This is an optimization exercise on Yosys and OpenROAD, whose aim is small area, not a production implementation. Where RTL was checked, it was by simulation tests only, not by an equivalence proof against the original. Only the layout flow was run in runs 3 and 4; the RTL was not checked for function there. Power is estimated from default activity; no workload was simulated.

[flow/design.v]
module the_game_step(
	input signed [3:0] X, Y,	 
	input [2:0] M,	 
	input [2:0] px,	 
	input go,	 
	input bV, bS, bDS, bUS, bUO,	 
	output side,	 
	output signed [4:0] XS, XO,	 
	output signed [4:0] YU, YD, YV,	 
	output reg signed [3:0] bx, by,	 
	output reg [2:0] nm,	 
	output reg hV, hS, hDS, hUS, hUO	 
	);
	wire signed [4:0] X5 = {X[3], X};
	wire signed [4:0] Y5 = {Y[3], Y};
	assign side = (M == 3'd3);
	assign XS = side ? X5 + 5'sd1 : X5 - 5'sd1;
	assign XO = side ? X5 - 5'sd1 : X5 + 5'sd1;
	assign YU = Y5 + 5'sd1;
	assign YD = Y5 - 5'sd1;
	assign YV = (M == 3'd1) ? YD : YU;
	wire isU = (M == 3'd0), isD = (M == 3'd1), isL = (M == 3'd4), isR = (M == 3'd5);
	wire isUD = (M == 3'd2) | (M == 3'd3);
	wire Y7 = (Y == 4'sd7), Y1 = (Y == 4'sd1), Y2 = (Y == 4'sd2);
	wire X0 = (X == 4'sd0), X7 = (X == 4'sd7);
	wire A = Y7 | bV;
	wire ye = Y7 & (side ? X7 : X0);
	wire back = A ? (ye | bS | bDS) : (bS | bUS);
	wire down = A | (bS ? bUO : bUS);
	wire ep = (isL & X0) | (isR & X7);
	wire signed [3:0] Xp = X + 4'sd1, Xm = X - 4'sd1;
	wire signed [3:0] c = isD ? X : (ep ? Xp : Xm);
	wire [3:0] k = {1'b0, c[2:0]} - {1'b0, px};
	wire onpad = !c[3] && !k[3] && k[2:0] <= 3'd2;
	wire bounce = onpad & ((isD & Y1) | ((isL | isR) & Y2));
	always @* begin
		bx = X;
		by = Y;
		nm = M;
		hV = 1'b0; hS = 1'b0; hDS = 1'b0; hUS = 1'b0; hUO = 1'b0;
		if (go) begin
			if (bounce) begin
				by = 4'sd2;
				bx = (k[1:0] == 2'd0) ? c - 4'sd1 : (k[1:0] == 2'd1) ? c : c + 4'sd1;
				nm = (k[1:0] == 2'd0) ? 3'd2 : (k[1:0] == 2'd1) ? 3'd0 : 3'd3;
			end
			else if (isU | isD) begin
				if (isD & Y1) ;
				else if (isU ? A : ~bV) begin
					by = Y - 4'sd1;
					nm = 3'd1;
				end
				else begin
					by = Y + 4'sd1;
					nm = 3'd0;
				end
				hV = bV & ~(isU ? Y7 : Y1);
			end
			else if (isUD) begin
				bx = (back ^ side) ? Xp : Xm;
				by = down ? Y - 4'sd1 : Y + 4'sd1;
				nm = {down, ~down, back ^ side};
				hV = ~Y7 & bV;
				hS = A ? (~ye & bS) : bS;
				hDS = A & ~ye & ~bS & bDS;
				hUS = ~A & ~bS & bUS;
				hUO = ~A & bS & bUO;
			end
			else if (isL | isR) begin
				bx = c;
				by = Y - 4'sd1;
				nm = (isL | X7) ? 3'd4 : 3'd5;
			end
		end
	end
endmodule
module the_game(
	input CLK,
	input rst,	 
	input stage_plus,	 
	input shoot,	 
	input pause,	 
	input plate_move_r,plate_move_l,	 
	output [7:0] LightR,	 
	output [7:0] LightG,
	output [7:0] LightB,
	output [2:0] chooseCol,	 
	output enable	 
	);
	assign enable = 1'b1;
	reg [5:0] u;
	always @(posedge CLK)
		if (rst) u <= 6'd4;
		else u <= u + 6'd1;
	assign chooseCol = u[5:3];
	wire scan = &u[2:0];	 
	reg [7:0] gc;
	reg gt;
	wire gwrap = (gc == 8'd201);
	wire tick = gwrap & ~gt;
	always @(posedge CLK)
		if (rst) begin
			gc <= 8'd0;
			gt <= 1'b0;
		end
		else if (gwrap) begin
			gc <= 8'd0;
			gt <= ~gt;
		end
		else if (~pause)
			gc <= gc + 8'd1;
	reg [5:0] pc;
	reg pt;
	wire pwrap = (pc == 6'd51);
	wire ptick = pwrap & ~pt;
	always @(posedge CLK)
		if (rst) begin
			pc <= 6'd0;
			pt <= 1'b0;
		end
		else if (pwrap) begin
			pc <= 6'd0;
			pt <= ~pt;
		end
		else if (~pause)
			pc <= pc + 6'd1;
	reg [2:0] plate_xl;
	always @(posedge CLK)
		if (rst)
			plate_xl <= 3'd3;
		else if (ptick) begin
			if (plate_move_l) begin
				if (plate_xl != 3'd0)
					plate_xl <= plate_xl - 3'd1;
			end
			else if (plate_move_r) begin
				if (plate_xl < 3'd5)
					plate_xl <= plate_xl + 3'd1;
			end
		end
	reg started, lp, shot;
	wire loaded = lp | shot;
	reg [2:0] ms;	 
	reg signed [3:0] ball_x, ball_y;
	reg [2:0] tmp_x;	 
	wire [2:0] M = (shot & ~lp) ? ms : 3'd0;
	wire go = ~pause & (shot | shoot);	 
	reg [3:0] R [0:7];	 
	reg [3:0] E [0:7];	 
	function [3:0] lvl;	 
		input [2:0] s, c;
		reg [63:0] l;
		begin
			case (s)
			3'd0: l = {8'b11111111,8'b11001111,8'b10001111,8'b10011111,
			           8'b10011111,8'b10001111,8'b11001111,8'b11111111};
			3'd1: l = {8'b00001111,8'b00001111,8'b11001111,8'b01111111,
			           8'b01111111,8'b11001111,8'b00001111,8'b00001111};
			3'd2: l = {8'b00011111,8'b00011111,8'b00011111,8'b00011111,
			           8'b00011111,8'b00011111,8'b00011111,8'b00011111};
			3'd3: l = {8'b11101111,8'b11001111,8'b00101111,8'b10001111,
			           8'b00101111,8'b10001111,8'b00111111,8'b10111111};
			3'd4: l = {8'b00001111,8'b11011111,8'b00001111,8'b10111111,
			           8'b00001111,8'b01101111,8'b00001111,8'b11011111};
			3'd5: l = {8'b11111111,8'b11111111,8'b11101111,8'b11001111,
			           8'b10001111,8'b00001111,8'b00001111,8'b00001111};
			3'd6: l = {8'b00101111,8'b00001111,8'b10011111,8'b00001111,
			           8'b00001111,8'b10011111,8'b00001111,8'b01001111};
			default: l = {8'b10111111,8'b00011111,8'b10001111,8'b00011111,
			           8'b00011111,8'b10001111,8'b00011111,8'b10111111};
			endcase
			lvl = l[{c,3'b100} +: 4];
		end
	endfunction
	reg h1v, h2v;
	reg [2:0] h1c, h2c;
	reg [1:0] h1r, h2r;
	wire [3:0] hitnow;
	genvar gi;
	generate for (gi = 0; gi < 4; gi = gi + 1) begin : g_hit
		assign hitnow[gi] = (h1v && h1c == chooseCol && h1r == gi) ||
		                    (h2v && h2c == chooseCol && h2r == gi);
	end endgenerate
	wire [3:0] Rv = lp ? lvl(ms, chooseCol) : (R[0] | hitnow);
	wire [3:0] Ev = lp ? 4'd0 : E[0];
	wire ballcol = started && !ball_x[3] && ball_x[2:0] == chooseCol;
	wire [7:0] ballrow;
	generate for (gi = 0; gi < 8; gi = gi + 1) begin : g_ball
		assign ballrow[gi] = ballcol && ball_y == gi;
	end endgenerate
	integer i;
	always @(posedge CLK)
		if (scan) begin
			for (i = 0; i < 7; i = i + 1) begin
				R[i] <= R[i+1];
				E[i] <= E[i+1];
			end
			R[7] <= Rv;
			E[7] <= Ev | ballrow[7:4];
		end
	wire [3:0] top = loaded ? Rv : 4'hf;
	wire paddle_here = started && chooseCol >= tmp_x && chooseCol <= tmp_x + 3'd2;
	assign LightR = {top, 4'hf};
	assign LightB = {top, 3'b111, ~paddle_here};
	assign LightG = {top | Ev, 4'hf} & ~ballrow;
	wire side;
	wire signed [4:0] XS, XO, YU, YD, YV;
	wire signed [3:0] bx, by;
	wire [2:0] nm;
	wire hV, hS, hDS, hUS, hUO;
	reg cV, cS, cDS, cUS, cUO;	 
	function brick;	 
		input [3:0] v;
		input signed [4:0] r;
		brick = (r >= 5'sd4) && (r <= 5'sd7) && !v[r[1:0]];
	endfunction
	function onb;	 
		input signed [4:0] x;
		onb = (x >= 5'sd0) && (x <= 5'sd7);
	endfunction
	the_game_step st(
		.X(ball_x), .Y(ball_y), .M(M), .px(plate_xl), .go(go),
		.bV(cV & onb({ball_x[3], ball_x})), .bS(cS & onb(XS)), .bDS(cDS & onb(XS)),
		.bUS(cUS & onb(XS)), .bUO(cUO & onb(XO)),
		.side(side), .XS(XS), .XO(XO), .YU(YU), .YD(YD), .YV(YV),
		.bx(bx), .by(by), .nm(nm),
		.hV(hV), .hS(hS), .hDS(hDS), .hUS(hUS), .hUO(hUO));
	always @(posedge CLK) begin
		if (chooseCol == ball_x[2:0])
			cV <= brick(Rv, YV);
		if (chooseCol == XS[2:0]) begin
			cS <= brick(Rv, {ball_y[3], ball_y});
			cDS <= brick(Rv, YD);
			cUS <= brick(Rv, YU);
		end
		if (chooseCol == XO[2:0])
			cUO <= brick(Rv, YU);
	end
	always @(posedge CLK)
		if (rst) begin
			started <= 1'b0;
			lp <= 1'b0;
			shot <= 1'b0;
			ms <= 3'd0;
			ball_x <= 4'sd4;
			ball_y <= 4'sd1;
		end
		else if (tick) begin
			started <= 1'b1;
			lp <= ~shot & (lp | ~pause);
			shot <= shot | (~pause & shoot);
			if (shot)
				ms <= nm;
			else if (~pause)
				ms <= ms + {2'b00, stage_plus};
			ball_x <= bx;
			ball_y <= by;
		end
	always @(posedge CLK)
		if (tick) begin
			tmp_x <= plate_xl;
			h1v <= hV | hUO;
			h1c <= hV ? ball_x[2:0] : XO[2:0];
			h1r <= hV ? YV[1:0] : YU[1:0];
			h2v <= hS | hDS | hUS;
			h2c <= XS[2:0];
			h2r <= hS ? ball_y[1:0] : hDS ? YD[1:0] : YU[1:0];
		end
endmodule
[flow/run.sh]
#!/bin/bash
# synth_recipe.tcl (not shown) runs the flow's synth.tcl, then flattens the netlist and writes it again
# the make line also repeats each setting of config.mk as NAME=value (left out here)
make -C /OpenROAD-flow-scripts/flow DESIGN_CONFIG=/design/flow/config.mk WORK_HOME=/design/flow/orfs CLKGATE_MAP_FILE= SYNTH_SCRIPT=/design/flow/synth_recipe.tcl finish
[flow/config.mk]
export PLATFORM = sky130hd
export DESIGN_NAME = the_game
export DESIGN_NICKNAME = the_game
export VERILOG_FILES = /design/flow/design.v
export SDC_FILE = /design/flow/constraint.sdc
export NUM_CORES = 8
export LEC_CHECK = 0
export ABC_AREA = 1
export CAP_MARGIN = 40
export CORE_MARGIN = 2
export CORE_UTILIZATION = 25
export PLACE_DENSITY = 0.35
export SLEW_MARGIN = 40
[flow/constraint.sdc]
create_clock -name core_clock -period 12.0 [get_ports {CLK}]
set_input_delay 2.4000 -clock core_clock [delete_from_list [all_inputs] [get_ports {CLK}]]
set_output_delay 2.4000 -clock core_clock [all_outputs]
set_load 0.01 [all_outputs]
==> notes.md, run 1 <==
clock period minus final worst setup slack: 5860 ps
leakage power figure: 3.27 nW
pwr dens: 125 nW/µm²
power consumption: 1.02 mW
pin count of the biggest net entering global routing: 65
wire length of the first global-routing pass: 29300 µm
part of the cycle the worst path needs: 0.489
Peak VDD IR: 0.0868 mV
main flop type after synthesis: sky130_fd_sc_hd__edfxtp_1
area of the core: 27700 µm²
proportion of register bits with asynchronous set or reset after synthesis: 0
hpwl dp: 13600 µm
mean number of vias per cell: 4.45
number of buffers added to fix hold violations after cts: 0
Cells after Synth: 797
Rel. slew slack: 0.510
via count: 5368
critical path's largest stage delay: 790 ps
transition time of the tightest slew-check pin: 734 ps
netlist area before placement: 7000 µm²
WS Path Type: reg -> out
ant diodes: 0
timing-limited maximum frequency: 0.171 GHz
ratio of cells with drive above 1 in the final layout: 0.107
clock slew at reported path FFs: 60 ps
multiplexer area fraction after synthesis: 0
vias in the first global route: 5245
remaining routing DRC violations: 0
number of slew-limit violations in the final report: 0
fraction of the yosys area taken by sequential cells: 0.472
dominant combinational cell family by area after synthesis: simple AND/OR/NAND/NOR gates
post-CTS setup-driven buffer insertion count: 0
sinks on the clock net: 123
cell row count: 61
worst-path cell chain: fa_1, a31oi_1, o21ai_0, a31oi_1, o21ai_0, nand2_1, inv_1, nand3_1, nand2_1, inv_1, clkdlybuf4s50_1
Max-Cap Viols: 0
area of the multi-input gates: 3060 µm²
worst setup slack after layout: 6140 ps
storage element area: 3300 µm²
master cell of the clock root buffer: sky130_fd_sc_hd__clkbuf_16
starting utilization of the core area: 0.253
Ys Warns: 4
htree depth: 4
fill cell total of the finished layout: 2920
area fraction in and, or, nand and nor cells after synthesis: 0.233
data required time at the worst endpoint: 9600 ps
die extent in x: 171 µm
initial antenna violation count: 0
Layout area overhead: 16.3%
die outline area: 29400 µm²
filler-free cell count of the finished design: 1206
number of ports placed on the die boundary: 35
final antenna-violating net count: 0
fraction of the core area covered by cells at the end of the flow: 0.294
post_cts resized: 0
number of synthesized register bits: 123
Pre-antenna DRT Iters: 5
number of hold violations in the final report: 0
DP Worst Slack: 6440 ps
path type of the worst min-delay path: reg -> reg
last weighted congestion value of the routability-driven placer: 0.851
arithmetic-cell share of the synthesized area counting full adders, half adders and majority gates: 0.0586
unrepaired setup endpoints after global routing: no
number of flops mapped to enable cells by yosys: 84
Inst Count DP: 1175
Avg Synthesized Cell Area: 8.79 µm²
total congestion overflow after global routing: 0
wirelength, routed: 18400 µm
final setup fails: 0
library cell contributing the largest single delay on the critical path: sky130_fd_sc_hd__dfxtp_1
drt wl/cell: 15.3 µm
Clock Path Buffers: 2
complex-gate fraction of the synthesized area: 0.108
run status: complete, no violations
xor-xnor portion of the synthesized cell area: 0.0313
vertical die dimension: 171 µm
Port Buf Inserts: 26
net count of the finished layout: 854
Iter 0 DRT Violations: 352
all-layer global routing usage: 0.132
worst skew pair latency: 420 ps
worst-path maximum fanout: 13
arrival time worst endpoint: 3460 ps
count of cell types in the netlist: 55
post-route clock skew: 14.3 ps
CTS tree: built
startpoint type of the worst setup path: flip-flop
TritonCTS Buffers: 17
setup_tns: 0 ps
kind of end point of the critical path: output pin
-- worst paths after layout --
kind                                              from            endpoint  slack (ps)  depth (start not counted)
worst min-delay path                 R[4][3]$_DFFE_PP_   R[3][3]$_DFFE_PP_         410                          0
worst max register to register  ball_x[0]$_SDFFE_PP0P_  ms[2]$_SDFFE_PP0P_        7950                         20
worst min register to register       R[4][3]$_DFFE_PP_   R[3][3]$_DFFE_PP_         410                          0
worst max-delay path                ms[2]$_SDFFE_PP0P_           LightG[5]        6140                         11
-- final cells by class --
cell class,instances,area share
clock buffer,17,0.0522
clock inverter,14,0.0200
inverter,114,0.0544
multi-input combinational,532,0.376
sequential,123,0.405
tap,378,0.0580
timing repair buffer,28,0.0342
-- per-stage QoR --
step | hold slack (ps) | instance area [µm²]
after floorplan | 400 | 7030
after global placement | 401 | 7540
after detailed placement | 405 | 7560
after CTS | 411 | 8140
after global routing | 415 | 8150
final | 412 | 8150
-- worst max-delay path: cells and delay by family, from the launching register on --
kind | cells | cell delay [ps]
AOI/OAI and AO/OA | 4 | 630
buffers and inverters | 3 | 690
DFF | 1 | 790
adders and majority gates | 1 | 540
and+or+nand+nor | 3 | 390
-- cell usage in the layout (no fill, tap or decap), types with 4 or more instances in the layout --
cell type	n
sky130_fd_sc_hd__a21oi_1	38
sky130_fd_sc_hd__a31oi_1	9
sky130_fd_sc_hd__clkbuf_16	17
sky130_fd_sc_hd__clkdlybuf4s50_1	26
sky130_fd_sc_hd__clkinvlp_4	4
sky130_fd_sc_hd__conb_1	8
sky130_fd_sc_hd__dfxtp_1	39
sky130_fd_sc_hd__edfxtp_1	84
sky130_fd_sc_hd__ha_1	27
sky130_fd_sc_hd__inv_1	100
sky130_fd_sc_hd__inv_2	8
sky130_fd_sc_hd__inv_6	6
sky130_fd_sc_hd__nand2_1	156
sky130_fd_sc_hd__nand2_2	7
sky130_fd_sc_hd__nand2_4	6
sky130_fd_sc_hd__nand3_1	49
sky130_fd_sc_hd__nand4_1	10
sky130_fd_sc_hd__nor2_1	61
sky130_fd_sc_hd__nor2_2	5
sky130_fd_sc_hd__nor2_4	5
sky130_fd_sc_hd__nor3_1	9
sky130_fd_sc_hd__o211ai_1	11
sky130_fd_sc_hd__o21ai_0	52
sky130_fd_sc_hd__o21ai_1	6
sky130_fd_sc_hd__o22ai_1	7
sky130_fd_sc_hd__xnor2_1	9
sky130_fd_sc_hd__xor2_1	16
-- cells in the mapped netlist, types with 8 or more instances --
master                     number  area (µm²)
sky130_fd_sc_hd__a21oi_1       38         190
sky130_fd_sc_hd__a31oi_1        9        56.3
sky130_fd_sc_hd__buf_4         18         135
sky130_fd_sc_hd__dfxtp_1       39         781
sky130_fd_sc_hd__edfxtp_1      84        2520
sky130_fd_sc_hd__ha_1          28         350
sky130_fd_sc_hd__inv_1        100         375
sky130_fd_sc_hd__inv_2          8        30.0
sky130_fd_sc_hd__nand2_1      156         586
sky130_fd_sc_hd__nand3_1       49         245
sky130_fd_sc_hd__nand4_1       10        62.6
sky130_fd_sc_hd__nor2_1        61         229
sky130_fd_sc_hd__nor3_1         9        45.0
sky130_fd_sc_hd__o211ai_1      11        82.6
sky130_fd_sc_hd__o21ai_0       53         265
sky130_fd_sc_hd__xnor2_1        9        78.8
sky130_fd_sc_hd__xor2_1        16         140
-- logic make-up after synthesis --
family,after synthesis
xor gates and xnor gates,25
other,1
and+or+nand+nor,334
AOI/OAI and AO/OA,134
buffers and inverters,149
adders and majority gates,31
DFF,123
-- routing by layer --
layer  track usage  up-vias  share of wire
met5             0        -              0
met4        0.0457        0          0.019
met3        0.0235       22          0.031
met2         0.214      102           0.46
met1         0.178     2547           0.49
li1              -     2697              -
-- registers in the layout, indices dropped and copies added (netlist names), 2 cells and up --
signal,flops
ms,3
tmp_x,3
E,32
gc,8
u,6
h1c,3
pc,6
h2c,3
ball_y,4
plate_xl,3
ball_x,4
h1r,2
h2r,2
R,32
-- power breakdown --
group | internal (mW) | total [mW] | switching, mW | leakage [nW]
clock network | 0.310 | 0.530 | 0.220 | 0.275
logic | 0.00788 | 0.0257 | 0.0178 | 1.91
registers | 0.460 | 0.464 | 0.00428 | 1.08
==> inputs of run 2 (changes only) <==
--- a/flow/config.mk
+++ b/flow/config.mk
@@ -6,5 +6,4 @@
 export NUM_CORES = 8
 export LEC_CHECK = 0
-export ABC_AREA = 1
 export CAP_MARGIN = 40
 export CORE_MARGIN = 2
==> run 2 against run 1 <==
  * Utilization rose by 0.12 points
  * First-iteration DRC count fell by 23%
  * Worst hold slack improved by 4.4 ps
  * Sequential share of layout area barely moved
  * Power fell by 1.9%
  * Largest power group unchanged
  * Combinational power rose by 5%
  * Die area fell by 0.12%
  * Worst setup slack got worse by 160 ps
==> notes.md, run 2 <==
run status: complete, no violations
main flop type after synthesis: sky130_fd_sc_hd__edfxtp_1
initial antenna violation count: 0 (unchanged)
Yosys top cell area share: 0.361 (+0.000451)
mean number of vias per cell: 4.82 (+8.3%)
most common cell after layout, fill and taps aside: sky130_fd_sc_hd__edfxtp_1
cell taking the most area after synthesis: sky130_fd_sc_hd__edfxtp_1
hpwl dp: 14000 µm (+3.0%)
most common library cells after synthesis: 84 x sky130_fd_sc_hd__edfxtp_1, 58 x sky130_fd_sc_hd__nor2_1, 55 x sky130_fd_sc_hd__nand2_1
count of cell types in the netlist: 79 (+44%)
number of ports placed on the die boundary: 35 (unchanged)
storage element area: 3310 µm² (+0.15%)
die extent in x: 171 µm (about the same)
number of hold violations in the final report: 0 (unchanged)
Avg Synthesized Cell Area: 9.94 µm² (+13%)
vertical die dimension: 171 µm (about the same)
clock period minus final worst setup slack: 6020 ps (+161 ps)
Clock Path Buffers: 2 (unchanged)
power consumption: 1.00 mW (-1.9%)
Peak VDD IR: 0.0613 mV (-29%)
wirelength, routed: 19600 µm (+6.1%)
final antenna-violating net count: 0 (unchanged)
Cells after Synth: 704 (-12%)
drt wl/cell: 17.7 µm (+16%)
area of the multi-input gates: 3330 µm² (+8.9%)
fill cell total of the finished layout: 2972 (+1.8%)
CTS tree: built
unrepaired setup endpoints after global routing: no
timing-limited maximum frequency: 0.166 GHz (-2.7%)
ratio of cells with drive above 1 in the final layout: 0.0797 (-0.0278)
number of buffers added to fix hold violations after cts: 0 (unchanged)
pwr dens: 123 nW/µm² (-2.1%)
netlist area before placement: 7000 µm² (-0.13%)
kind of end point of the critical path: output pin
post-CTS setup-driven buffer insertion count: 0 (unchanged)
transition time of the tightest slew-check pin: 854 ps (+120 ps)
part of the cycle the worst path needs: 0.502 (+0.0134)
number of cells on the worst reg-to-reg path: 15 (-25%)
hold path start: E[4][2]$_DFFE_PP_
fraction of the yosys area taken by sequential cells: 0.472 (+0.000590)
starting utilization of the core area: 0.253 (+0.000381)
worst skew pair latency: 430 ps (about the same)
net count of the finished layout: 753 (-12%)
summed area of non-filler cells in the final layout: 8160 µm² (+0.14%)
beginning of the worst register-to-register path: ms[0]$_SDFFE_PP0P_
post-route clock skew: 11.8 ps (-2.50 ps)
final setup fails: 0 (unchanged)
cell area after placement: 7570 µm² (+0.13%)
wire length of the first global-routing pass: 30900 µm (+5.3%)
via count: 5330 (-0.71%)
path type of the worst min-delay path: reg -> reg
worst hold path stage count: 0 (unchanged)
Rel. slew slack: 0.429 (-0.0813)
total congestion overflow after global routing: 0 (unchanged)
remaining routing DRC violations: 0 (unchanged)
sinks on the clock net: 123 (unchanged)
biggest registers after layout: E x32, R x32, gc x8
Reg2Reg Capture Point: ms[1]$_SDFFE_PP0P_
worst hold path endpoint: E[3][2]$_DFFE_PP_
number of synthesized register bits: 123 (unchanged)
arrival time worst endpoint: 3620 ps (+160 ps)
master cell of the clock root buffer: sky130_fd_sc_hd__clkbuf_16
Max-Cap Viols: 0 (unchanged)
Port Buf Inserts: 26 (unchanged)
setup_tns: 0 ps (unchanged)
worst-path maximum fanout: 23 (+10)
htree depth: 4 (unchanged)
TritonCTS Buffers: 17 (unchanged)
vias in the first global route: 5321 (+1.4%)
startpoint type of the worst setup path: flip-flop
commonest non-fill, non-tap cells in the layout: 84 x sky130_fd_sc_hd__edfxtp_1, 58 x sky130_fd_sc_hd__nor2_1, 55 x sky130_fd_sc_hd__nand2_1, 40 x sky130_fd_sc_hd__a21oi_1, 37 x sky130_fd_sc_hd__inv_1
slack of the worst reg-to-reg path: 6540 ps (-1410 ps)
post_cts resized: 0 (unchanged)
cell row count: 61 (unchanged)
pin count of the biggest net entering global routing: 65 (unchanged)
WS Path Type: reg -> out
Synth area leaders: sky130_fd_sc_hd__edfxtp_1 36%, sky130_fd_sc_hd__dfxtp_1 11%, sky130_fd_sc_hd__ha_1 5.0%, sky130_fd_sc_hd__xnor2_1 3.9%, sky130_fd_sc_hd__nor2_1 3.1%
most repeated cell in the gate-level netlist after synthesis: sky130_fd_sc_hd__edfxtp_1
die outline area: 29300 µm² (-0.12%)
all-layer global routing usage: 0.139 (+0.00677)
proportion of register bits with asynchronous set or reset after synthesis: 0 (unchanged)
Ys Warns: 4 (unchanged)
leakage power figure: 2.67 nW (-18%)
Iter 0 DRT Violations: 271 (-23%)
area of the core: 27600 µm² (-0.28%)
number of slew-limit violations in the final report: 0 (unchanged)
ant diodes: 0 (unchanged)
fraction of the core area covered by cells at the end of the flow: 0.295 (+0.00122)
clock slew at reported path FFs: 70 ps (about the same)
data required time at the worst endpoint: 9600 ps (about the same)
number of flops mapped to enable cells by yosys: 84 (unchanged)
Pre-antenna DRT Iters: 4 (-1)
last weighted congestion value of the routability-driven placer: 0.841 (-1.2%)
Layout area overhead: 16.6%
## run 2: cell count changes in the layout (fill, tap and decap cells not counted), sizes merged, moves of 6 or more
cell	previous run	this run
nand3	55	17
inv	118	48
nand2b	0	10
nor2b	0	15
nor3	10	16
o21ai	59	32
nand2	169	55
nor2	72	58
or3	0	6
xnor2	9	31
mux2i	0	8
## run 2: through the flow
step           std cells  setup WS, ps  hold WS (ps)
3_5_place_dp        1074          5940           405
5_1_grt             1106          5600           422
4_1_cts             1106          5460           418
2_1_floorplan        711          7380           400
3_3_place_gp        1074          5900           401
6_report            1106          5980           416
## run 2: area by class of cell
type                       count  area share
multi-input combinational    499       0.409
sequential                   123       0.405
tap                          378      0.0580
clock buffer                  17      0.0521
timing repair buffer          33      0.0388
inverter                      41      0.0189
clock inverter                15      0.0182
## run 2: worst max-delay path by stage
stage                     slack, ps  depth (start not counted)                from        end
final                          5980                          8  ms[2]$_SDFFE_PP0P_  LightG[5]
after global routing           5600                         10  ms[2]$_SDFFE_PP0P_  LightG[5]
after CTS                      5460                          8  ms[2]$_SDFFE_PP0P_  LightG[5]
after detailed placement       5940                         10  ms[2]$_SDFFE_PP0P_  LightG[5]
after global placement         5900                         10  ms[2]$_SDFFE_PP0P_  LightG[5]
after floorplan                7380                          9     u[4]$_SDFF_PP0_  LightR[7]
## run 2: where the power goes
| group | total [mW] | switching (mW) | internal (mW) |
|---|---|---|---|
| logic | 0.0269 | 0.0172 | 0.00967 |
| registers | 0.460 | 0.00463 | 0.455 |
| clock network | 0.513 | 0.237 | 0.277 |
| total | 1.00 | 0.258 | 0.742 |
## run 2: cell families after synthesis
family                   count (synthesis)  share of synthesized area
other                                    1                   0.000536
adder cells (fa/ha/maj)                 31                     0.0587
multiplexers                            12                     0.0179
AND/OR/NAND/NOR                        232                      0.170
buffers and inverters                   89                     0.0572
AO/OA/AOI/OAI                          173                      0.169
XOR/XNOR                                43                     0.0538
flip-flops                             123                      0.472
## run 2: per-layer routing
metal	GRT usage	wire length, µm
met5	0	0
met4	0.0453	330
met3	0.0260	559
met2	0.224	9190
met1	0.187	9490
## run 2: critical path, stage by stage (launching register included)
cell and delay (ps):
sky130_fd_sc_hd__dfxtp_2 630, sky130_fd_sc_hd__clkinv_1 380, sky130_fd_sc_hd__o32ai_1 370, sky130_fd_sc_hd__a21oi_1 110, sky130_fd_sc_hd__o21ai_0 350, sky130_fd_sc_hd__mux2i_1 220, sky130_fd_sc_hd__o21ai_0 240, sky130_fd_sc_hd__a2bb2oi_1 320
sky130_fd_sc_hd__clkdlybuf4s50_1 590
==> inputs of run 3 (changes only) <==
--- a/flow/design.v
+++ b/flow/design.v
@@ -190,13 +190,16 @@
 	end endgenerate
 	integer i;
-	always @(posedge CLK)
+	always @(posedge CLK) begin
+		for (i = 1; i < 7; i = i + 1) begin
+			R[i] <= R[i+1];
+			E[i] <= E[i+1];
+		end
+		R[7] <= scan ? Rv : R[1];
+		E[7] <= scan ? (Ev | ballrow[7:4]) : E[1];
 		if (scan) begin
-			for (i = 0; i < 7; i = i + 1) begin
-				R[i] <= R[i+1];
-				E[i] <= E[i+1];
-			end
-			R[7] <= Rv;
-			E[7] <= Ev | ballrow[7:4];
-		end
+			R[0] <= R[1];
+			E[0] <= E[1];
+		end
+	end
 	wire [3:0] top = loaded ? Rv : 4'hf;
 	wire paddle_here = started && chooseCol >= tmp_x && chooseCol <= tmp_x + 3'd2;
--- a/flow/config.mk
+++ b/flow/config.mk
@@ -6,4 +6,6 @@
 export NUM_CORES = 8
 export LEC_CHECK = 0
+export ABC_AREA = 1
+export ABC_CLOCK_PERIOD_IN_PS = 12000
 export CAP_MARGIN = 40
 export CORE_MARGIN = 2
==> run 3 against run 2 <==
  * Via count grew 1.6%
  * Synthesized area shrank 5.5%
  * Critical path depth is the same
  * Sequential share of layout area shrank 4.9 points
  * Sequential cell count is the same
  * Critical path type unchanged
==> notes.md, run 3 <==
run status: complete, no violations
remaining routing DRC violations: 0 (unchanged)
commonest non-fill, non-tap cells in the layout: 151 x sky130_fd_sc_hd__nand2_1, 95 x sky130_fd_sc_hd__dfxtp_1, 91 x sky130_fd_sc_hd__inv_1, 67 x sky130_fd_sc_hd__nor2_1, 57 x sky130_fd_sc_hd__nand3_1
biggest registers after layout: E x32, R x32, gc x8
final setup fails: 0 (unchanged)
library cell contributing the largest single delay on the critical path: sky130_fd_sc_hd__dfxtp_1
initial antenna violation count: 0 (unchanged)
ant diodes: 0 (unchanged)
number of buffers added to fix hold violations after cts: 0 (unchanged)
Clock Path Buffers: 2 (unchanged)
area of the core: 26000 µm² (-6.0%)
cell row count: 59 (-3.3%)
all-layer global routing usage: 0.136 (-0.00304)
mean number of vias per cell: 4.62 (-4.2%)
Layout area overhead: 16.3%
CTS tree: built
Reg power frac: 0.464 (+0.004)
wirelength, routed: 18000 µm (-8.0%)
Peak VDD IR: 0.0806 mV (+32%)
fraction of the yosys area taken by sequential cells: 0.415 (-0.0571)
vias in the first global route: 5331 (+0.19%)
vertical die dimension: 167 µm (-2.7%)
worst-path maximum fanout: 15 (-35%)
master cell of the clock root buffer: sky130_fd_sc_hd__clkbuf_16
Pre-antenna DRT Iters: 5 (+1)
final antenna-violating net count: 0 (unchanged)
main flop type after synthesis: sky130_fd_sc_hd__dfxtp_1
Iter 0 DRT Violations: 305 (+13%)
number of synthesized register bits: 123 (unchanged)
post-route clock skew: 15.2 ps (+3.38 ps)
Cells after Synth: 807 (+15%)
worst skew pair latency: 420 ps (about the same)
hpwl dp: 13600 µm (-3.0%)
clock slew at reported path FFs: 70 ps (about the same)
cell taking the most area after synthesis: sky130_fd_sc_hd__dfxtp_1
Yosys top cell area share: 0.288 (-0.0728)
timing-limited maximum frequency: 0.169 GHz (+2.0%)
kind of end point of the critical path: output pin
setup_tns: 0 ps (unchanged)
WS Path Type: reg -> out
filler-free cell count of the finished design: 1173 (+6.1%)
number of flops mapped to enable cells by yosys: 28 (-67%)
wire length of the first global-routing pass: 29400 µm (-4.6%)
data required time at the worst endpoint: 9600 ps (about the same)
pwr dens: 135 nW/µm² (+10%)
unrepaired setup endpoints after global routing: no
last weighted congestion value of the routability-driven placer: 0.829 (-1.4%)
critical path's largest stage delay: 690 ps (+60 ps)
post_cts resized: 0 (unchanged)
post-CTS setup-driven buffer insertion count: 0 (unchanged)
part of the cycle the worst path needs: 0.492 (-0.00985)
number of hold violations in the final report: 0 (unchanged)
most common library cells after synthesis: 151 x sky130_fd_sc_hd__nand2_1, 95 x sky130_fd_sc_hd__dfxtp_1, 91 x sky130_fd_sc_hd__inv_1
via count: 5416 (+1.6%)
sw power: 0.253 mW (-2.0%)
Rel. slew slack: 0.426 (-0.00317)
switching portion of total power: 0.244 (-0.0142)
Max-Cap Viols: 0 (unchanged)
count of cell types in the netlist: 55 (-30%)
die extent in x: 167 µm (-2.7%)
portion of total power attributed to combinational logic: 0.029 (+0.002)
most common cell after layout, fill and taps aside: sky130_fd_sc_hd__nand2_1
total congestion overflow after global routing: 0 (unchanged)
pin count of the biggest net entering global routing: 20 (-69%)
Synth area leaders: sky130_fd_sc_hd__dfxtp_1 29%, sky130_fd_sc_hd__edfxtp_1 13%, sky130_fd_sc_hd__nand2_1 8.6%, sky130_fd_sc_hd__inv_1 5.2%, sky130_fd_sc_hd__ha_1 5.1%
Port Buf Inserts: 26 (unchanged)
starting utilization of the core area: 0.254 (+0.00109)
clock group share of total power: 0.507 (-0.006)
sinks on the clock net: 123 (unchanged)
proportion of register bits with asynchronous set or reset after synthesis: 0 (unchanged)
TritonCTS Buffers: 17 (unchanged)
startpoint type of the worst setup path: flip-flop
leakage power figure: 3.14 nW (+18%)
Ys Warns: 4 (unchanged)
net count of the finished layout: 862 (+14%)
Avg Synthesized Cell Area: 8.19 µm² (-18%)
path type of the worst min-delay path: reg -> reg
number of ports placed on the die boundary: 35 (unchanged)
netlist area before placement: 6610 µm² (-5.5%)
CP dominant cell by count: sky130_fd_sc_hd__inv_1
htree depth: 4 (unchanged)
transition time of the tightest slew-check pin: 853 ps (-1.10 ps)
most repeated cell in the gate-level netlist after synthesis: sky130_fd_sc_hd__nand2_1
Internal Pwr Total: 0.784 mW (+5.7%)
number of slew-limit violations in the final report: 0 (unchanged)
die outline area: 27700 µm² (-5.4%)
drt wl/cell: 15.4 µm (-13%)
Inst Count DP: 1141 (+6.2%)
arrival time worst endpoint: 3510 ps (-110 ps)
ratio of cells with drive above 1 in the final layout: 0.121 (+0.0409)
clock period minus final worst setup slack: 5910 ps (-118 ps)
worst-path cell chain: inv_1, o211ai_1, o221ai_1, o21ai_0, nand3_1, nand2_1, inv_1, clkdlybuf4s50_1
## run 3: cell count changes after synthesis, moves of 10 or more
cell / change
sky130_fd_sc_hd__nand2_1: +96
sky130_fd_sc_hd__dfxtp_1: +56
sky130_fd_sc_hd__edfxtp_1: -56
sky130_fd_sc_hd__inv_1: +54
sky130_fd_sc_hd__nand3_1: +40
sky130_fd_sc_hd__xnor2_1: -21
sky130_fd_sc_hd__clkbuf_1: -18
sky130_fd_sc_hd__nor2b_1: -15
sky130_fd_sc_hd__nand2b_1: -10
## run 3: stage by stage
stage / hold WS, ps / utilization / area, µm² / total power [mW] / worst slack, ps
final: 322 / 0.296 / 7690 / 1.04 / 6090
after floorplan: 310 / - / 6630 / 0.509 / 7800
after detailed placement: 312 / 0.273 / 7090 / 0.521 / 6560
after global placement: 310 / 0.272 / 7080 / 0.521 / 6670
after CTS: 321 / 0.296 / 7680 / 1.05 / 6090
after global routing: 327 / 0.296 / 7690 / 1.08 / 5780
## run 3: worst max-delay path: cells and delay by family (launching register included)
family	cells	cell delay, ps
compound gates	3	1230
flops	1	690
buf+inv	3	910
simple gates	2	250
## run 3: kinds of logic (layout without fill, tap and decap cells)
family | after synthesis | count (layout) | synth area share
buffers and inverters | 141 | 165 | 0.101
adders and majority gates | 30 | 30 | 0.0602
other | 1 | 8 | 0.000568
DFF | 123 | 123 | 0.415
and+or+nand+nor | 348 | 348 | 0.263
AOI/OAI and AO/OA | 139 | 139 | 0.127
xor gates and xnor gates | 25 | 25 | 0.0331
## run 3: metal layers
layer | vias to the layer above | routed length [µm] | share of wire | GRT usage
met3 | 23 | 610 | 0.034 | 0.0280
met4 | 0 | 409 | 0.023 | 0.0506
met2 | 137 | 8240 | 0.46 | 0.215
met5 | - | 0 | 0 | 0
met1 | 2552 | 8750 | 0.49 | 0.182
li1 | 2704 | - | - | -
## run 3: final cells by class
type / instances / area (µm²)
Clock buffer: 18 / 450
Timing Repair Buffer: 27 / 268
Tap cell: 335 / 419
Inverter: 106 / 424
Multi-Input combinational cell: 550 / 3240
Fill cell: 2726 / 18300
Sequential cell: 123 / 2740
Clock inverter: 14 / 145
## run 3: power by group through the flow
stage / registers [mW] / logic (mW) / clock network, mW
floorplan: 0.485 / 0.0241 / 0
global placement: 0.489 / 0.0311 / 0
detailed placement: 0.490 / 0.0306 / 0
CTS: 0.482 / 0.0308 / 0.542
global route: 0.486 / 0.0355 / 0.562
finish: 0.481 / 0.0305 / 0.526
## run 3: worst paths after layout
check	start	endpoint	slack, ps	cells after the start
max	u[3]$_SDFF_PP0_	LightG[7]	6090	8
min	E[3][3]$_DFF_P_	E[2][3]$_DFF_P_	320	0
max reg2reg	ball_x[0]$_SDFFE_PP0P_	ball_x[0]$_SDFFE_PP0P_	8110	21
min reg2reg	E[3][3]$_DFF_P_	E[2][3]$_DFF_P_	320	0
==> inputs of run 4 (changes only) <==
--- a/flow/config.mk
+++ b/flow/config.mk
@@ -6,5 +6,4 @@
 export NUM_CORES = 8
 export LEC_CHECK = 0
-export ABC_AREA = 1
 export ABC_CLOCK_PERIOD_IN_PS = 12000
 export CAP_MARGIN = 40
==> run 4 against run 3 <==
  * Still clean on timing, DRC and antenna
  * Critical path depth is the same
  * Maximum frequency grew 3.5%
  * First-iteration DRC count grew 1.6%
==> notes.md, run 4 <==
run status: complete, no violations
clock slew at reported path FFs: 60 ps (about the same)
hpwl dp: 13400 µm (-0.82%)
wire length of the first global-routing pass: 29700 µm (+0.91%)
drt wl/cell: 17.6 µm (+15%)
top cell family by delay on the critical path: buffers and inverters
WS Path Type: reg -> out
Clock Path Buffers: 2 (unchanged)
CTS tree: built
mean number of vias per cell: 4.87 (+5.5%)
arithmetic-cell share of the synthesized area counting full adders, half adders and majority gates: 0.0608 (+0.000552)
starting utilization of the core area: 0.253 (-0.00159)
area of the core: 25900 µm² (-0.28%)
ratio of cells with drive above 1 in the final layout: 0.0863 (-0.0342)
cell taking the most area after synthesis: sky130_fd_sc_hd__dfxtp_1
most common library cells after synthesis: 95 x sky130_fd_sc_hd__dfxtp_1, 70 x sky130_fd_sc_hd__nor2_1, 52 x sky130_fd_sc_hd__nand2_1
htree depth: 4 (unchanged)
die outline area: 27500 µm² (-0.89%)
complex-gate fraction of the synthesized area: 0.181 (+0.0539)
Rel. slew slack: 0.449 (+0.0238)
worst skew pair latency: 420 ps (about the same)
worst-path cell chain: clkinv_1, ha_1, nand2_1, o211ai_1, a21oi_1, or3_1, a22oi_1, clkdlybuf4s50_1
commonest non-fill, non-tap cells in the layout: 90 x sky130_fd_sc_hd__dfxtp_1, 70 x sky130_fd_sc_hd__nor2_1, 52 x sky130_fd_sc_hd__nand2_1, 38 x sky130_fd_sc_hd__inv_1, 36 x sky130_fd_sc_hd__a21oi_1
remaining routing DRC violations: 0 (unchanged)
biggest registers after layout: E x32, R x32, gc x8
transition time of the tightest slew-check pin: 824 ps (-28.5 ps)
number of slew-limit violations in the final report: 0 (unchanged)
Ys Warns: 4 (unchanged)
number of flops mapped to enable cells by yosys: 28 (unchanged)
post_cts resized: 0 (unchanged)
unrepaired setup endpoints after global routing: no
number of buffers added to fix hold violations after cts: 0 (unchanged)
library cell contributing the largest single delay on the critical path: sky130_fd_sc_hd__dfxtp_2
pin count of the biggest net entering global routing: 31 (+55%)
Synth area leaders: sky130_fd_sc_hd__dfxtp_1 29%, sky130_fd_sc_hd__edfxtp_1 13%, sky130_fd_sc_hd__ha_1 5.2%, sky130_fd_sc_hd__xnor2_1 4.5%, sky130_fd_sc_hd__nor2_1 4.0%
cell area after placement: 7030 µm² (-0.79%)
Inst Count DP: 1033 (-9.5%)
vias in the first global route: 5024 (-5.8%)
post-CTS setup-driven buffer insertion count: 0 (unchanged)
netlist area before placement: 6550 µm² (-0.91%)
met3 wire len: 697 µm (+14%)
top routing layer in use: met4
Pre-antenna DRT Iters: 5 (unchanged)
post-route clock skew: 19.5 ps (+4.32 ps)
worst-path maximum fanout: 30 (+15)
startpoint type of the worst setup path: flip-flop
area fraction in and, or, nand and nor cells after synthesis: 0.191 (-0.0723)
cell row count: 59 (unchanged)
DR WL met2: 8670 µm (+5.3%)
power consumption: 1.03 mW (-0.93%)
Max-Cap Viols: 0 (unchanged)
path type of the worst min-delay path: reg -> reg
number of buffer and inverter instances along the worst setup path: 2 (-1)
final antenna-violating net count: 0 (unchanged)
critical path's largest stage delay: 690 ps (about the same)
die extent in x: 166 µm (-0.44%)
kind of end point of the critical path: output pin
summed area of non-filler cells in the final layout: 7640 µm² (-0.59%)
most repeated cell in the gate-level netlist after synthesis: sky130_fd_sc_hd__dfxtp_1
net count of the finished layout: 754 (-13%)
total congestion overflow after global routing: 0 (unchanged)
filler-free cell count of the finished design: 1066 (-9.1%)
part of the cycle the worst path needs: 0.475 (-0.0167)
number of synthesized register bits: 123 (unchanged)
data required time at the worst endpoint: 9600 ps (about the same)
setup_tns: 0 ps (unchanged)
arrival time worst endpoint: 3310 ps (-200 ps)
Avg Synthesized Cell Area: 9.23 µm² (+13%)
Layout area overhead: 16.7%
Cells after Synth: 709 (-12%)
xor-xnor portion of the synthesized cell area: 0.0589 (+0.0257)
dominant combinational cell family by area after synthesis: simple AND/OR/NAND/NOR gates
wirelength, routed: 18800 µm (+4.4%)
clock period minus final worst setup slack: 5710 ps (-200 ps)
timing-limited maximum frequency: 0.175 GHz (+3.5%)
number of ports placed on the die boundary: 35 (unchanged)
all-layer global routing usage: 0.138 (+0.00176)
initial antenna violation count: 1 (+1)
Peak VDD IR: 0.0828 mV (+2.7%)
sinks on the clock net: 123 (unchanged)
Port Buf Inserts: 26 (unchanged)
number of hold violations in the final report: 0 (unchanged)
Yosys top cell area share: 0.290 (+0.00264)
met1 wire length: 9140 µm (+4.5%)
master cell of the clock root buffer: sky130_fd_sc_hd__clkbuf_16
pwr dens: 134 nW/µm² (-0.35%)
last weighted congestion value of the routability-driven placer: 0.828 (about the same)
vertical die dimension: 166 µm (-0.44%)
leakage power figure: 2.77 nW (-12%)
main flop type after synthesis: sky130_fd_sc_hd__dfxtp_1
proportion of register bits with asynchronous set or reset after synthesis: 0 (unchanged)
via count: 5191 (-4.2%)
count of cell types in the netlist: 89 (+62%)
final setup fails: 0 (unchanged)
multiplexer area fraction after synthesis: 0.0292 (+0.0292)
most common cell after layout, fill and taps aside: sky130_fd_sc_hd__dfxtp_1
fraction of the yosys area taken by sequential cells: 0.419 (+0.00381)
TritonCTS Buffers: 17 (unchanged)
Hold Slack: 324 ps (+2.35 ps)
Iter 0 DRT Violations: 310 (+1.6%)
run 4: changes by cell type after synthesis, sizes merged, moves of 8 or more:
cell    change
clkbuf     +11
inv        -65
mux2i       +9
nand2     -112
nand3      -43
nand3b      +8
nor2        -8
nor2b      +16
o211ai     -10
o21ai      -21
xnor2      +24
run 4: worst paths after layout:
| check | endpoint | cells past startpoint | slack [ps] | start |
|---|---|---|---|---|
| max | LightG[4] | 8 | 6290 | ms[0]$_SDFFE_PP0P_ |
| min | R[3][3]$_DFF_P_ | 0 | 320 | R[4][3]$_DFF_P_ |
| max reg2reg | ball_x[2]$_SDFFE_PP1P_ | 14 | 6810 | ball_x[0]$_SDFFE_PP0P_ |
| min reg2reg | R[3][3]$_DFF_P_ | 0 | 320 | R[4][3]$_DFF_P_ |
run 4: area by class of cell:
cell class	instances	area, µm²
diodes	1	2.50
clock buffers	17	425
clock inverters	15	175
fillers	2723	18300
inverters	40	150
multi-input cells	507	3440
flip-flops and latches	123	2750
well taps	335	419
repair buffers	28	275
run 4: kinds of logic (layout without fill, tap and decap cells):
group                      Yosys count  after routing
adders and majority gates           30             30
xor gates and xnor gates            44             44
AOI/OAI and AO/OA                  164            164
muxes                               17             17
and+or+nand+nor                    244            244
buffers and inverters               86            100
other                                1              9
DFF                                123            123
run 4: where the power goes:
part / internal [mW] / switching [mW]
logic: 0.0130 / 0.0184
clock network: 0.297 / 0.224
registers: 0.462 / 0.0122
total: 0.772 / 0.255
run 4: stage by stage:
step	util	worst slack, ps
6_report	0.295	6290
3_3_place_gp	0.271	6260
5_1_grt	0.295	6080
4_1_cts	0.295	6050
2_1_floorplan	-	7550
3_5_place_dp	0.271	6510
run 4: metal layers:
| layer | up-vias | GRT usage |
|---|---|---|
| met5 | - | 0 |
| met4 | 0 | 0.0423 |
| met3 | 19 | 0.0307 |
| met2 | 114 | 0.222 |
| met1 | 2500 | 0.183 |
| li1 | 2558 | - |

what the ideal ports hide:
The results above use ideal ports. As a check the final layouts listed here were re-extracted and re-timed, cells and wires unchanged.
Step 1 assumes that a clkbuf_16 drives the clock port and a buf_2 every other input.
Step 2, shift: input delay + t, output delay - t, t = (earliest + latest rising clock arrival at the registers) / 2. This alone moves slack from input paths to output paths.
a / b / c = ideal / step 1 / step 2; a / b = the first two.
| run | shift t [ns] | setup WS [ns] | worst register clock-pin slew, ns |
|---|---|---|---|
| run 1 | 0.466 | 6.137 / 6.087 / 6.553 | 0.07 / 0.07 |
| run 2 | 0.468 | 5.976 / 5.933 / 6.401 | 0.07 / 0.07 |
| run 3 | 0.461 | 6.095 / 6.050 / 6.511 | 0.07 / 0.07 |
| run 4 | 0.459 | 6.295 / 6.250 / 6.702 | 0.07 / 0.07 |
After both steps every run listed still meets setup and hold.
